What follows belongs to an exercise in optimizing a design on an open flow for small area, a short achievable clock period and few clock cycles per item; a production flow would make more cautious choices. At most, simulation tests tie the RTL to the original design; equivalence was not proved. No activity file was given, so power comes from the tool's default toggle rates.

==> job 8525: inputs <==
==> flow/design.v (excerpt) <==
module fpadd (
    clk, reset, start,
    a, b,
    sum,
    done,
    nan
);
export LEC_CHECK = 0
export ABC_AREA = 1
export CAP_MARGIN = 20
export CORE_MARGIN = 2
export CORE_UTILIZATION = 60
export SETUP_SLACK_MARGIN = 5
export SLEW_MARGIN = 20
create_clock -name core_clock -period 13.0 [get_ports {clk}]
run.sh (not shown) runs the stock make flow with config.mk's settings and CLKGATE_MAP_FILE= SYNTH_SCRIPT=/design/flow/synth_recipe.tcl, a recipe that flattens the netlist after the stock synthesis.
==> job 3160 (differences from job 8525) <==
- ABC_AREA: 1 -> 0
==> job 8710 (differences from job 8525) <==
==> flow/flow/run.sh (new file) <==
#!/bin/bash
# Standard layout, with port buffers of type buf_2 instead of the default choice.
set -euo pipefail
bash standard.sh BUFFER_PORTS_ARGS="-buffer_cell sky130_fd_sc_hd__buf_2" finish > standard_flow.log 2>&1
==> flow/standard.sh (new file) <==
#!/bin/bash
# synth_recipe.tcl (not shown) runs the flow's synth.tcl, then flattens the netlist and writes it again
# the make line also repeats each setting of config.mk as NAME=value (left out here)
make -C /OpenROAD-flow-scripts/flow DESIGN_CONFIG=/design/flow/config.mk WORK_HOME=/design/flow/orfs CLKGATE_MAP_FILE= SYNTH_SCRIPT=/design/flow/synth_recipe.tcl "${@:-finish}"
removed: flow/run.sh
==> notes <==
- Between job 8525 and job 8710, the lower fmax is in job 8525 (gap about 1.6%, measured against job 8710).
- Between job 8525 and job 3160, the lower final area is in job 8525 (gap 7.6%, measured against job 3160).
- The lowest setup slack belongs to job 3160, the highest to job 8710.
- Final cell count: job 3160 is lower than job 8710 (about 24%).
- Via count: job 8525 > job 8710 > job 3160.
- Against job 8525, the non-clock buffer count of job 8710 is lower by 14.
- Utilization, highest first: job 3160, job 8525, job 8710.
- Of job 8525 and job 8710, job 8525 has the higher power (gap about 10%, measured against job 8710).
- First-iteration DRC count: job 3160 > job 8525 > job 8710.
- The lowest global-route usage belongs to job 8710, the highest to job 3160.
No functional check of the RTL was part of any run of this note.


==> inputs of wip/garnet <==
fpadd, a different RTL version from the one above (not shown whole).
Settings: LEC_CHECK=0, ABC_AREA=1, CAP_MARGIN=20, CORE_MARGIN=2, CORE_UTILIZATION=60, CTS_BUF_LIST=sky130_fd_sc_hd__clkbuf_4 sky130_fd_sc_hd__clkbuf_8, SETUP_SLACK_MARGIN=5, SLEW_MARGIN=20; clock period 13.0 ns.
standard.sh (not shown) runs the stock make flow with config.mk's settings and CLKGATE_MAP_FILE= SYNTH_SCRIPT=/design/flow/synth_recipe.tcl, a recipe that flattens the netlist after the stock synthesis.
==> flow/flow/run.sh <==
#!/bin/bash
# The standard layout (the standard.sh, unchanged synthesis), with
# sky130_fd_sc_hd__buf_1 port buffers; timing repair aims at a setup margin of
# 6.5 ns up to clock tree synthesis and 5 ns after global routing.
# Each make run's full output goes to its own log in the work folder.
set -euo pipefail
PB='BUFFER_PORTS_ARGS=-buffer_cell sky130_fd_sc_hd__buf_1'
bash standard.sh "$PB" SETUP_SLACK_MARGIN=6.5  cts > flow_to_cts.log 2>&1
bash standard.sh "$PB" SETUP_SLACK_MARGIN=5  finish > flow_finish.log 2>&1
==> wip/pepper (differences from wip/garnet) <==
--- a/flow/design.v
+++ b/flow/design.v
@@ -87,54 +87,78 @@
     wire pg21_g = g[16] | (p[16] & g[15]);
     wire pg21_p = p[16] & p[15];
     wire pg22_g = g[18] | (p[18] & g[17]);
     wire pg22_p = p[18] & p[17];
     wire pg23_g = g[20] | (p[20] & g[19]);
     wire pg23_p = p[20] & p[19];
     wire pg24_g = g[22] | (p[22] & g[21]);
     wire pg24_p = p[22] & p[21];
-    wire pg25_g = pg14_g | (pg14_p & pg13_g);
-    wire pg26_g = pg16_g | (pg16_p & pg15_g);
-    wire pg26_p = pg16_p & pg15_p;
-    wire pg27_g = pg18_g | (pg18_p & pg17_g);
-    wire pg27_p = pg18_p & pg17_p;
-    wire pg28_g = pg20_g | (pg20_p & pg19_g);
-    wire pg28_p = pg20_p & pg19_p;
-    wire pg29_g = pg22_g | (pg22_p & pg21_g);
-    wire pg29_p = pg22_p & pg21_p;
-    wire pg30_g = pg24_g | (pg24_p & pg23_g);
-    wire pg30_p = pg24_p & pg23_p;
-    wire pg31_g = pg26_g | (pg26_p & pg25_g);
-    wire pg32_g = pg28_g | (pg28_p & pg27_g);
-    wire pg32_p = pg28_p & pg27_p;
-    wire pg33_g = pg30_g | (pg30_p & pg29_g);
-    wire pg33_p = pg30_p & pg29_p;
-    wire pg34_g = pg32_g | (pg32_p & pg31_g);
-    wire pg35_g = pg33_g | (pg33_p & pg34_g);
-    wire pg36_g = pg27_g | (pg27_p & pg31_g);
-    wire pg37_g = pg29_g | (pg29_p & pg34_g);
-    wire pg38_g = pg15_g | (pg15_p & pg25_g);
-    wire pg39_g = pg17_g | (pg17_p & pg31_g);
-    wire pg40_g = pg19_g | (pg19_p & pg36_g);
-    wire pg41_g = pg21_g | (pg21_p & pg34_g);
-    wire pg42_g = pg23_g | (pg23_p & pg37_g);
-    wire pg43_g = g[1] | (p[1] & pg13_g);
-    wire pg44_g = g[3] | (p[3] & pg25_g);
-    wire pg45_g = g[5] | (p[5] & pg38_g);
-    wire pg46_g = g[7] | (p[7] & pg31_g);
-    wire pg47_g = g[9] | (p[9] & pg39_g);
-    wire pg48_g = g[11] | (p[11] & pg36_g);
-    wire pg49_g = g[13] | (p[13] & pg40_g);
-    wire pg50_g = g[15] | (p[15] & pg34_g);
-    wire pg51_g = g[17] | (p[17] & pg41_g);
-    wire pg52_g = g[19] | (p[19] & pg37_g);
-    wire pg53_g = g[21] | (p[21] & pg42_g);
-    wire pg54_g = g[23] | (p[23] & pg35_g);
-    wire [24:0] c = {pg54_g, pg35_g, pg53_g, pg42_g, pg52_g, pg37_g, pg51_g, pg41_g, pg50_g, pg34_g, pg49_g, pg40_g, pg48_g, pg36_g, pg47_g, pg39_g, pg46_g, pg31_g, pg45_g, pg38_g, pg44_g, pg25_g, pg43_g, pg13_g, neg};
+    wire pg25_g = g[1] | (p[1] & pg13_g);
+    wire pg26_g = pg14_g | (pg14_p & pg13_g);
+    wire pg27_g = g[5] | (p[5] & pg15_g);
+    wire pg27_p = p[5] & pg15_p;
+    wire pg28_g = pg16_g | (pg16_p & pg15_g);
+    wire pg28_p = pg16_p & pg15_p;
+    wire pg29_g = g[9] | (p[9] & pg17_g);
+    wire pg29_p = p[9] & pg17_p;
+    wire pg30_g = pg18_g | (pg18_p & pg17_g);
+    wire pg30_p = pg18_p & pg17_p;
+    wire pg31_g = g[13] | (p[13] & pg19_g);
+    wire pg31_p = p[13] & pg19_p;
+    wire pg32_g = pg20_g | (pg20_p & pg19_g);
+    wire pg32_p = pg20_p & pg19_p;
+    wire pg33_g = g[17] | (p[17] & pg21_g);
+    wire pg33_p = p[17] & pg21_p;
+    wire pg34_g = pg22_g | (pg22_p & pg21_g);
+    wire pg34_p = pg22_p & pg21_p;
+    wire pg35_g = g[21] | (p[21] & pg23_g);
+    wire pg35_p = p[21] & pg23_p;
+    wire pg36_g = pg24_g | (pg24_p & pg23_g);
+    wire pg36_p = pg24_p & pg23_p;
+    wire pg37_g = g[3] | (p[3] & pg26_g);
+    wire pg38_g = pg15_g | (pg15_p & pg26_g);
+    wire pg39_g = pg27_g | (pg27_p & pg26_g);
+    wire pg40_g = pg28_g | (pg28_p & pg26_g);
+    wire pg41_g = g[11] | (p[11] & pg30_g);
+    wire pg41_p = p[11] & pg30_p;
+    wire pg42_g = pg19_g | (pg19_p & pg30_g);
+    wire pg42_p = pg19_p & pg30_p;
+    wire pg43_g = pg31_g | (pg31_p & pg30_g);
+    wire pg43_p = pg31_p & pg30_p;
+    wire pg44_g = pg32_g | (pg32_p & pg30_g);
+    wire pg44_p = pg32_p & pg30_p;
+    wire pg45_g = g[19] | (p[19] & pg34_g);
+    wire pg45_p = p[19] & pg34_p;
+    wire pg46_g = pg23_g | (pg23_p & pg34_g);
+    wire pg46_p = pg23_p & pg34_p;
+    wire pg47_g = pg35_g | (pg35_p & pg34_g);
+    wire pg47_p = pg35_p & pg34_p;
+    wire pg48_g = pg36_g | (pg36_p & pg34_g);
+    wire pg48_p = pg36_p & pg34_p;
+    wire pg49_g = g[7] | (p[7] & pg40_g);
+    wire pg50_g = pg17_g | (pg17_p & pg40_g);
+    wire pg51_g = pg29_g | (pg29_p & pg40_g);
+    wire pg52_g = pg30_g | (pg30_p & pg40_g);
+    wire pg53_g = pg41_g | (pg41_p & pg40_g);
+    wire pg54_g = pg42_g | (pg42_p & pg40_g);
+    wire pg55_g = pg43_g | (pg43_p & pg40_g);
+    wire pg56_g = pg44_g | (pg44_p & pg40_g);
+    wire pg57_g = g[23] | (p[23] & pg48_g);
+    wire pg57_p = p[23] & pg48_p;
+    wire pg58_g = g[15] | (p[15] & pg56_g);
+    wire pg59_g = pg21_g | (pg21_p & pg56_g);
+    wire pg60_g = pg33_g | (pg33_p & pg56_g);
+    wire pg61_g = pg34_g | (pg34_p & pg56_g);
+    wire pg62_g = pg45_g | (pg45_p & pg56_g);
+    wire pg63_g = pg46_g | (pg46_p & pg56_g);
+    wire pg64_g = pg47_g | (pg47_p & pg56_g);
+    wire pg65_g = pg48_g | (pg48_p & pg56_g);
+    wire pg66_g = pg57_g | (pg57_p & pg56_g);
+    wire [24:0] c = {pg66_g, pg65_g, pg64_g, pg63_g, pg62_g, pg61_g, pg60_g, pg59_g, pg58_g, pg56_g, pg55_g, pg54_g, pg53_g, pg52_g, pg51_g, pg50_g, pg49_g, pg40_g, pg39_g, pg38_g, pg37_g, pg26_g, pg25_g, pg13_g, neg};
     wire [24:0] r = {c[24] & ~sub, pn ^ c[23:0]};
     reg [24:0] r_q;
     reg [7:0]  e_q;      
     reg        s_q;
     reg        nan_q;
     reg        done_q;
     always @(posedge clk) begin
         if (start) begin
Settings changed: CORE_UTILIZATION 60 to 70.
==> comparison table <==
First-pass GRT wire length: wip/garnet 37000 um; wip/pepper 37200 um
Overall power after layout: wip/garnet 1.08 mW; wip/pepper 1.12 mW
Proportion of power drawn by combinational gates: wip/garnet 72.4%; wip/pepper 72.1%
Area of combinational cells with multiple inputs: wip/garnet 0.00584 mm2; wip/pepper 0.00595 mm2
Status: wip/garnet complete, no violations; wip/pepper complete, no violations
Number of placed cells counting well taps: wip/garnet 1361; wip/pepper 1416
Wire length on met1: wip/garnet 9190 um; wip/pepper 8930 um
Count of vias placed by the detailed router: wip/garnet 8266; wip/pepper 8724
Min Hold Slack: wip/garnet 0.493 ns; wip/pepper 0.501 ns
Arrival time at the worst endpoint: wip/garnet 6.85 ns; wip/pepper 6.88 ns
Area growth from synthesis to layout: wip/garnet 17.9%; wip/pepper 14.4%
Ratio of cells with drive above 1 in the final layout: wip/garnet 13.0%; wip/pepper 9.79%
Inverters: wip/garnet 118; wip/pepper 132
GR Util met1: wip/garnet 44.7%; wip/pepper 47.5%
Clock buffer count: wip/garnet 6; wip/pepper 5
Placement Rows: wip/garnet 39; wip/pepper 37
Mapped Area: wip/garnet 0.00717 mm2; wip/pepper 0.00739 mm2
Testbench counts of wip/pepper, summed over its fixed seeds: cycles 48,000, items 24,000.
Only the layout flow was run in wip/garnet; the RTL was not checked for function there.

## re-timing with driven ports
The results above use ideal ports. As a check the final layouts listed here were re-extracted and re-timed, cells and wires unchanged. Step 1 sets driving cells, clkbuf_16 on the clock port and buf_2 on the other inputs (assumed; they add their load-dependent delay and slew). Step 2 moves the port delays by t, midway between the first and last clock arrival at a register: inputs arrive t later, outputs are due t later. That takes back most of the time a late clock gives input paths. Slacks: ideal ports / drivers / drivers and shift; pairs: ideal ports / drivers.
| run | t, ns | setup slack, ns | pins driven straight from the clock port |
|---|---|---|---|
| job 8525 | 0.328 | 5.194 / 5.215 / 4.888 | 1 |
| job 3160 | 0.321 | 4.921 / 4.940 / 4.619 | 1 |
| job 8710 | 0.317 | 5.320 / 5.330 / 5.013 | 1 |
| wip/garnet | 0.330 | 6.211 / 6.221 / 5.892 | 1 |
| wip/pepper | 0.319 | 6.157 / 6.166 / 5.847 | 1 |
After both steps every run listed still meets setup and hold. For wip/garnet, which loses most, drivers alone change the setup slack by +0.010 ns; drivers and shift together by -0.319 ns.
